This design comes from an exercise in tuning for small area on the open sky130 flow, not from production work. Only simulation tests tie the RTL to the original design; equivalence was not proved.

==> design.v <==
module mult12x16 (
  input  logic [11:0] Din,
  input  logic [15:0] Coeff,
  output logic [27:0] Product
);
localparam XOR_VAL = 28'hFFFFFFF;
logic [15:0][27:0]  next_r;
logic [27:0] 	      next_r2;
logic [15:0]        b;
genvar  i;
integer j;
generate
  for (i=0; i < 16; i++) begin
    assign next_r[i] = (b[i] == 1) ? (Din << i) : 28'd0;
  end
endgenerate
always_comb begin
  if (Coeff[15]) begin
    b = (Coeff ^ XOR_VAL) + 16'd1;
    Product = (next_r2 ^ XOR_VAL) + 16'd1;
  end
  else begin
    b = Coeff;
    Product = next_r2;
  end
end
always_comb begin
  next_r2 = '0;
  for (j = 0; j < 16; j=j+1) begin
    next_r2 = next_r2 + next_r[j];
  end
end
endmodule
module fir_transpose #(
  parameter NUMTAPS = 32
)(
  input   logic               clk,             
  input   logic               rst_n,           
  input   logic [NUMTAPS-1:0][15:0]  coefficients,
  input   logic [11:0]        din,             
  output  logic [11:0]        dout             
);
logic signed  [NUMTAPS-1:0][27:0]  product_c;
logic signed  [NUMTAPS-1:0][27:0]  sum_r;
integer i;
integer l;
genvar  k;
generate
  for (k = 0; k < NUMTAPS; k=k+1) begin : generate_multipliers
    mult12x16 multiplier (
      .Din(din),
      .Coeff(coefficients[NUMTAPS-k-1]),
      .Product(product_c[k])
    );
  end
endgenerate
always_ff @(posedge clk or negedge rst_n) begin
  if (~rst_n) begin
    for (l = 0; l < NUMTAPS; l=l+1) begin
      sum_r[l] <= '0;
    end    
  end
  else begin
    sum_r[0] <= product_c[0];
    for (i = 1; i < NUMTAPS; i=i+1) begin
      sum_r[i] <= sum_r[i-1] + $signed(product_c[i]);
    end
  end
end
assign dout = sum_r[NUMTAPS-1][26:15];
endmodule
module fir_coeff_reg #(
  parameter NUMTAPS = 32
)(
  input   logic                      clk,
  input   logic                      rst_n,
  input   logic [7:0]                write_address,
  input   logic [15:0]               write_data,
  input   logic                      write_en,
  output  logic [NUMTAPS-1:0][15:0]  fir_coeff
);
integer i;
always_ff @(posedge clk or negedge rst_n) begin
  if (~rst_n) begin
    for (i = 0; i < NUMTAPS; i = i + 1) begin
      fir_coeff[i] <= '0;
    end
  end
  else begin
    for (i = 0; i < NUMTAPS; i = i + 1) begin
      if (write_en && write_address == 8'h50 + i) begin
        fir_coeff[i] <= write_data;
      end
    end
  end
end
endmodule
module fir_top (
  input   logic clk,
  input   logic rst_n,
  input   logic [11:0] din,
  output  logic [11:0] dout,
  input   logic        coef_we,
  input   logic [7:0]  coef_addr,
  input   logic [15:0] coef_data
);
logic [11:0]        din_r;
logic [11:0]        dout_r;
logic [31:0][15:0]  fir_coeff;
logic       [11:0]  fir_dout;
fir_transpose #(
  .NUMTAPS(32)
)
fir_filter (
  .clk(clk),
  .rst_n(rst_n),
  .coefficients(fir_coeff),
  .din(din_r),
  .dout(fir_dout)
);
fir_coeff_reg #(
  .NUMTAPS(32)
)
coeff_reg (
  .clk(clk),
  .rst_n(rst_n),
  .write_address(coef_addr),
  .write_data(coef_data),
  .write_en(coef_we),
  .fir_coeff(fir_coeff)
);
always_ff @(posedge clk or negedge rst_n) begin
  if (~rst_n) begin
    din_r   <= '0;
    dout_r  <= '0;
  end
  else begin
    din_r   <= din;
    dout_r  <= fir_dout;
  end
end
assign dout = dout_r;
endmodule
==> run.sh <==
#!/bin/bash
# synth_recipe.tcl (not shown) runs the flow's synth.tcl, then flattens the netlist and writes it again
# the make line also repeats each setting of config.mk as NAME=value (left out here)
make -C /OpenROAD-flow-scripts/flow DESIGN_CONFIG=/design/flow/config.mk WORK_HOME=/design/flow/orfs CLKGATE_MAP_FILE= SYNTH_SCRIPT=/design/flow/synth_recipe.tcl finish
==> config.mk <==
export PLATFORM = sky130hd
export DESIGN_NAME = fir_top
export DESIGN_NICKNAME = fir_top
export VERILOG_FILES = /design/flow/design.v
export SDC_FILE = /design/flow/constraint.sdc
export NUM_CORES = 4
export LEC_CHECK = 0
export CAP_MARGIN = 20
export CORE_MARGIN = 2
export CORE_UTILIZATION = 40
export SLEW_MARGIN = 20
==> constraint.sdc <==
create_clock -name core_clock -period 12.0 [get_ports {clk}]
set_input_delay 2.4000 -clock core_clock [delete_from_list [all_inputs] [get_ports {clk}]]
set_output_delay 2.4000 -clock core_clock [all_outputs]
set_load 0.01 [all_outputs]
==> results.cfg <==
[run_status]
status = timing/DRC/antenna clean

[yosys]
muxShareOfSynthArea_pct = 1.81
synth.top_cells.by_area = fa_1, dfrtp_1, ha_1, nand2_1, xnor2_1
ys.warnings.count = 4
synth-adder-area-share_pct = 44.0
ys_async_sr_fraction_pct = 100
synth_top_area_cell = fa_1
synth_top_area_share_pct = 31.9
ys_ff_latch = 1385
synth-compound-area-share_pct = 8.93
synthDistinctLibCells = 107
synth_xor_area_share_pct = 8.14
yosys.area_share.simple_pct = 17.3
syn_nets = 39000
synth_area_per_cell_um2 = 8.97
syn_area_um2 = 284000
synthCells = 31700
yosysSeqAreaShare_pct = 12.2
synth-edff-count = 0
ys.flop_type = dfrtp_1
synth_top_family_by_area = adder cells

[setup_path]
rr_startpoint = coeff_reg.fir_coeff[1]
endpoint_kind = flop
r2r_slack_ns = 1.12
worstSetupPathType = reg -> reg
start_kind = flop
crit_start = coeff_reg.fir_coeff[1]
reg2reg_to = fir_filter.sum_r[894]
critPathArrivalTime_ns = 11.70
worstRegToRegCells = 47
required_ns = 12.82
cp_max_fo = 12
cpPeakStageDelay_ns = 0.51
cpMaxStageDelayCell = fa_1
cp_common_cell = a21oi_1

[timing]
rsz0062_at_grt = false
setup_slack_ns = 1.12
finalSetupViolCount = 0
setup-tns-final_ns = 0
fmax_ghz = 0.0919
fin_crit_ns = 10.88
finClkSkew_ns = 0.0703
slew_headroom_pct = 22.6
slew_violations = 0
tightest_slew_ns = 1.16
finalHoldViolCount = 0
min_period_over_period_pct = 90.7

[cells_and_area]
layout_commonest_cell = nand2_1
final_cell_mix = nand2_1, fa_1, inv_1
final-seq-area_um2 = 34700
fillers = 69400
final_nets = 38300
multi_input_area_um2 = 229000
final_cell_area_um2 = 304000
drive_gt1_share_pct = 5.56
area_growth_pct = 6.73
largest_reg_flops = 849
instances_no_fill = 40700

[clock_network]
clk_latency_ns = 0.96
cts_sinks = 1385
clkSlewWorstSetupHoldPaths_ns = 0.06
cts_root_buf = clkbuf_16
post_cts.repair.setup_buffers = 0
cts.repair.resized = 0
cts.htree.levels = 4
tritoncts = built
ctsHoldBuffers = 0
cts_buffer_depth = 4
numCtsBuffers = 182

[routing]
first_pass_iters = 6
wl_mm = 762
drt_iter0_markers = 12300
num_vias = 215000
ant_nets = 0
vias_per_cell = 5.27
wl_per_cell_um = 18.7
drc = 0

[die]
start_util_pct = 40.2
dieWidth_um = 847
io_pins = 51
dieArea_um2 = 718000
core_um2 = 708000
fp-row-count = 309
die_height_um = 847

[global_routing]
grt_max_degree = 161
grtUsageTotal_pct = 21.4
grt_pass1_wl_mm = 1240
globalRouteOverflowTotal = 0
antenna_found_initial = 52
grt_pass1_vias = 226000

[placed_design]
dp_hpwl_mm = 582
place_ws_ns = 1.34
place.port_buffers = 50
dp_cells = 40300
dpl_cell_area_um2 = 296000
gp_congestion = 0.883

[hold_path]
hold_class = reg -> reg
min_from = fir_filter.sum_r[886]
hold_path_end = dout_r[3]
whs_path_depth = 0

[flow_run]
drv_cap = 0
==> synthesized netlist by cell type, drive strengths merged, types with 24 or more instances <==
cell type	number
or4	93
o31ai	301
a31o	27
dfrtp	1385
mux2	450
a21oi	951
o21bai	193
nor2b	802
or3b	33
or2	151
fa	4534
xor2	619
o2111ai	31
o211ai	60
nor3	329
and2	1541
inv	4311
a211o	33
ha	2743
nor2	901
a31oi	109
nand3b	53
nand2	4929
nand2b	540
a21boi	45
nor4b	40
a41oi	24
o21ai	1053
xnor2	2001
a21o	436
o41ai	127
a211oi	115
nand4	60
nor4	59
clkbuf	1456
nand3	242
and3	121
o31a	44
o21a	181
or3	222
==> metrics by stage <==
stage                     hold slack (ns)  utilization (%)
after global routing                0.373             42.8
after detailed placement            0.352             41.8
after global placement              0.346             41.8
final                               0.353             42.9
after floorplan                     0.331                -
after CTS                           0.356             42.7
==> worst max-delay path, delay by kind of cell, from the launching register on <==
family	cells	cell delay (ns)
flops	1	0.38
simple gates	7	1.17
compound gates	20	4.31
mux	1	0.14
xor+xnor	3	0.52
buf+inv	7	0.74
fa+ha+maj	9	3.48
==> logic make-up (layout without fill, tap and decap cells) <==
kind of cell,Yosys count,count (layout)
AOI/OAI and AO/OA,3953,3953
adders and majority gates,7277,7277
buffers and inverters,5781,5236
DFF,1385,1385
muxes,459,459
and+or+nand+nor,10200,10200
xor gates and xnor gates,2629,2629
other,0,99
==> final cells by class <==
class	count	share of cell area, %
clock buffer	224	1.65
sequential	1385	11.4
clock inverter	105	0.465
inverter	4312	5.33
multi-input combinational	24500	75.5
timing repair buffer	595	1.67
tap	9485	3.91
antenna	99	0.0816
==> layer usage <==
metal	routed length, µm	share of wire, %	track usage, %	up-vias
li1	-	-	-	99100
met1	326000	43	28.0	110000
met2	371000	49	36.9	4969
met3	39200	5.1	2.52	1023
met4	24800	3.3	6.85	14
met5	82	0.011	0.0529	-
==> worst max path at each step <==
stage	cells after the start	endpoint	slack [ns]
finish	47	fir_filter.sum_r[894]	1.12
global route	47	fir_filter.sum_r[894]	0.32
CTS	47	fir_filter.sum_r[894]	1.22
detailed placement	47	fir_filter.sum_r[894]	1.34
global placement	47	fir_filter.sum_r[894]	0.98
floorplan	50	fir_filter.sum_r[894]	1.80

## afterwards: timing with drivers on the ports
In the flow no input, the clock included, has a driving cell. The finished layout below was timed again as built, in two steps.
Step 1: set_driving_cell puts a clkbuf_16 on clk and a buf_2 on each other input, an assumption about the parent block.
Step 2 moves the port delays by t, midway between the first and last clock arrival at a register: inputs arrive t later, outputs are due t later. That takes back most of the time a late clock gives input paths.
Three values: ideal, step 1, step 2; two values: the first two.
t, ns: 1.077
setup slack, ns: 1.121 / 1.121 / 1.121
clock arrival spread, ns: 0.071 / 0.071
slew at the worst register clock pin (ns): 0.08 / 0.08
worst data-port slew with drivers (ns): 0.17
After both steps setup and hold are still met in this run. The setup slack of this run moves by 0.000 ns with the drivers and by 0.000 ns with both steps.
